Source: an optimization exercise on an open RTL-to-GDS flow (aim: small area and a short achievable clock period). Production flows keep margins and buffers that such runs may drop.
Only simulation tests tie the RTL to the original design; equivalence was not proved.
Power figures rest on the tool's default switching activity, not on a simulated workload.

==> run C: inputs <==
// alu_d
module alu_d #(parameter N = 32)
(
  input clk, rst,
  input [1:0] inp_valid,
  input mode,
  input [3:0] cmd,
  input ce, cin,
  input [N-1:0] opa, opb,
  output reg err, g, l, e,
  output oflow, cout,
  output [(2*N-1):0] res
);
  wire go   = ce & ~rst;
  wire v3   = inp_valid[0] & inp_valid[1];
  wire va   = inp_valid[0];
  wire vb   = inp_valid[1];
  wire c0   = (cmd == 4'd0),  c1 = (cmd == 4'd1),  c2 = (cmd == 4'd2),  c3 = (cmd == 4'd3);
  wire c4   = (cmd == 4'd4),  c5 = (cmd == 4'd5),  c6 = (cmd == 4'd6),  c7 = (cmd == 4'd7);
  wire c8   = (cmd == 4'd8),  c9 = (cmd == 4'd9),  c10 = (cmd == 4'd10), c11 = (cmd == 4'd11);
  wire c12  = (cmd == 4'd12), c13 = (cmd == 4'd13);
  wire u_add  = mode & c0,   u_sub  = mode & c1,   u_adc  = mode & c2,   u_sbc  = mode & c3;
  wire u_inca = mode & c4,   u_deca = mode & c5,   u_incb = mode & c6,   u_decb = mode & c7;
  wire u_cmp  = mode & c8,   u_mul  = mode & c9,   u_mul1 = mode & c10,  u_sadd = mode & c11;
  wire u_ssub = mode & c12;
  wire u_and  = ~mode & c0,  u_nand = ~mode & c1,  u_or   = ~mode & c2,  u_nor  = ~mode & c3;
  wire u_xor  = ~mode & c4,  u_xnor = ~mode & c5,  u_nota = ~mode & c6,  u_notb = ~mode & c7;
  wire u_shra = ~mode & c8,  u_shrb = ~mode & c9,  u_shla = ~mode & c10, u_shlb = ~mode & c11;
  wire u_rol  = ~mode & c12, u_ror  = ~mode & c13;
  wire m_add  = go & u_add  & v3;
  wire m_sub  = go & u_sub  & v3;
  wire m_adc  = go & u_adc  & v3;
  wire m_sbc  = go & u_sbc  & v3;
  wire m_inca = go & u_inca & va;
  wire m_deca = go & u_deca & va;
  wire m_incb = go & u_incb & vb;
  wire m_decb = go & u_decb & vb;
  wire m_cmp  = go & u_cmp  & v3;
  wire m_mul  = go & u_mul  & v3;
  wire m_mul1 = go & u_mul1 & v3;
  wire m_sadd = go & u_sadd & v3;
  wire m_ssub = go & u_ssub & v3;
  wire l_and  = go & u_and  & v3;
  wire l_nand = go & u_nand & v3;
  wire l_or   = go & u_or   & v3;
  ...
export LEC_CHECK = 0
export ABC_AREA = 1
export CAP_MARGIN = 20
export CORE_MARGIN = 2
export CORE_UTILIZATION = 40
export CTS_BUF_LIST = sky130_fd_sc_hd__clkbuf_8
export CTS_CLUSTER_DIAMETER = 60
export CTS_CLUSTER_SIZE = 10
export PLACE_DENSITY = 0.6
export SLEW_MARGIN = 20
create_clock -name core_clock -period 11.0 [get_ports {clk}]
standard.sh (not shown) runs the stock make flow with config.mk's settings and CLKGATE_MAP_FILE= SYNTH_SCRIPT=/design/flow/synth_recipe.tcl, a recipe that flattens the netlist after the stock synthesis.
==> flow/flow/run.sh <==
#!/bin/bash
# The standard layout, with the port buffers made of a plain buffer cell
# (buf_1) instead of the delay-cell buffers buffer_ports picks by default,
# and timing repair aimed at a larger setup slack.
set -o pipefail
export BUFFER_PORTS_ARGS="-buffer_cell sky130_fd_sc_hd__buf_1"
export SETUP_SLACK_MARGIN=6.15
bash standard.sh > standard.log 2>&1
==> run B: changes against run C <==
==> flow/run.sh (new file) <==
#!/bin/bash
# synth_recipe.tcl (not shown) runs the flow's synth.tcl, then flattens the netlist and writes it again
# the make line also repeats each setting of config.mk as NAME=value (left out here)
make -C /OpenROAD-flow-scripts/flow DESIGN_CONFIG=/design/flow/config.mk WORK_HOME=/design/flow/orfs CLKGATE_MAP_FILE= SYNTH_SCRIPT=/design/flow/synth_recipe.tcl finish
--- a/flow/config.mk
+++ b/flow/config.mk
@@ -15,2 +15,3 @@
 export PLACE_DENSITY = 0.6
+export SETUP_SLACK_MARGIN = 5
 export SLEW_MARGIN = 20
removed: flow/flow/run.sh
removed: flow/standard.sh
==> comparison table <==
	run C	run B
Post-CTS setup repair buffer count	3	0
Global routing usage on met3	12.42%	9.590%
Total number of nets in the final design	5,160	5,142
Share of the final layout cell area in multi-input gates	71.82%	70.53%
Area after detailed placement	37,120 um2	38,010 um2
Inst Count DP	5,536	5,533
Number of clock buffers in the layout	38	36
Internal cell power	2.923 mW	2.925 mW
Slowest cell on the critical path	sky130_fd_sc_hd__dfxtp_2	sky130_fd_sc_hd__clkdlybuf4s50_1
Unrepaired setup endpoints after global routing	yes	no
Worst hold slack	0.4149 ns	0.3986 ns
Net switching fraction of the power	49.30%	49.00%
Clock period minus final worst setup slack	4.787 ns	5.734 ns
Final core area utilization	43.02%	43.14%
Run status	no timing/DRC/antenna violations	no timing/DRC/antenna violations
HPWL after DPL	100,800 um	100,200 um
Clock group share of total power	12.1%	13.0%
Vias per std cell	5.959	5.872
Non-clock buffer area fraction after layout	3.489%	5.010%
Total area of multi-input combinational cells	27,690 um2	27,270 um2
Critical path data required time	11.53 ns	8.80 ns
Crit path largest cell delay	0.97 ns	0.56 ns
Reg power frac	23.7%	23.9%
Global routing usage on met1	40.30%	40.84%
Met3 WL	22,030 um	18,960 um
Leak pwr	16.07 nW	16.10 nW

## re-timing with driven ports
In the flow no input, the clock included, has a driving cell. The finished layouts below were timed again as built, in two steps. Step 1 assumes that a clkbuf_16 drives the clock port and a buf_2 every other input. Step 2 adds t to the input delays and takes it off the output delays; t is the mean of the earliest and latest rising clock arrival at the registers after step 1. Input paths then give back, and output paths get back, about the clock's delay inside the block. Slacks: ideal ports / drivers / drivers and shift; pairs: ideal ports / drivers.
run | t, ns | setup WS [ns] | worst setup path after step 2 | latest minus earliest clock arrival (ns) | worst data-port slew with drivers (ns)
run C | 0.675 | 6.213 / 6.173 / 5.929 | input to register | 0.053 / 0.052 | 0.04
run B | 0.693 | 5.266 / 5.203 / 5.435 | register to register | 0.069 / 0.069 | 0.04
After both steps setup and hold are still met in every run listed. The setup slack of run C, which loses most, moves by -0.040 ns with the drivers and by -0.284 ns with both steps.
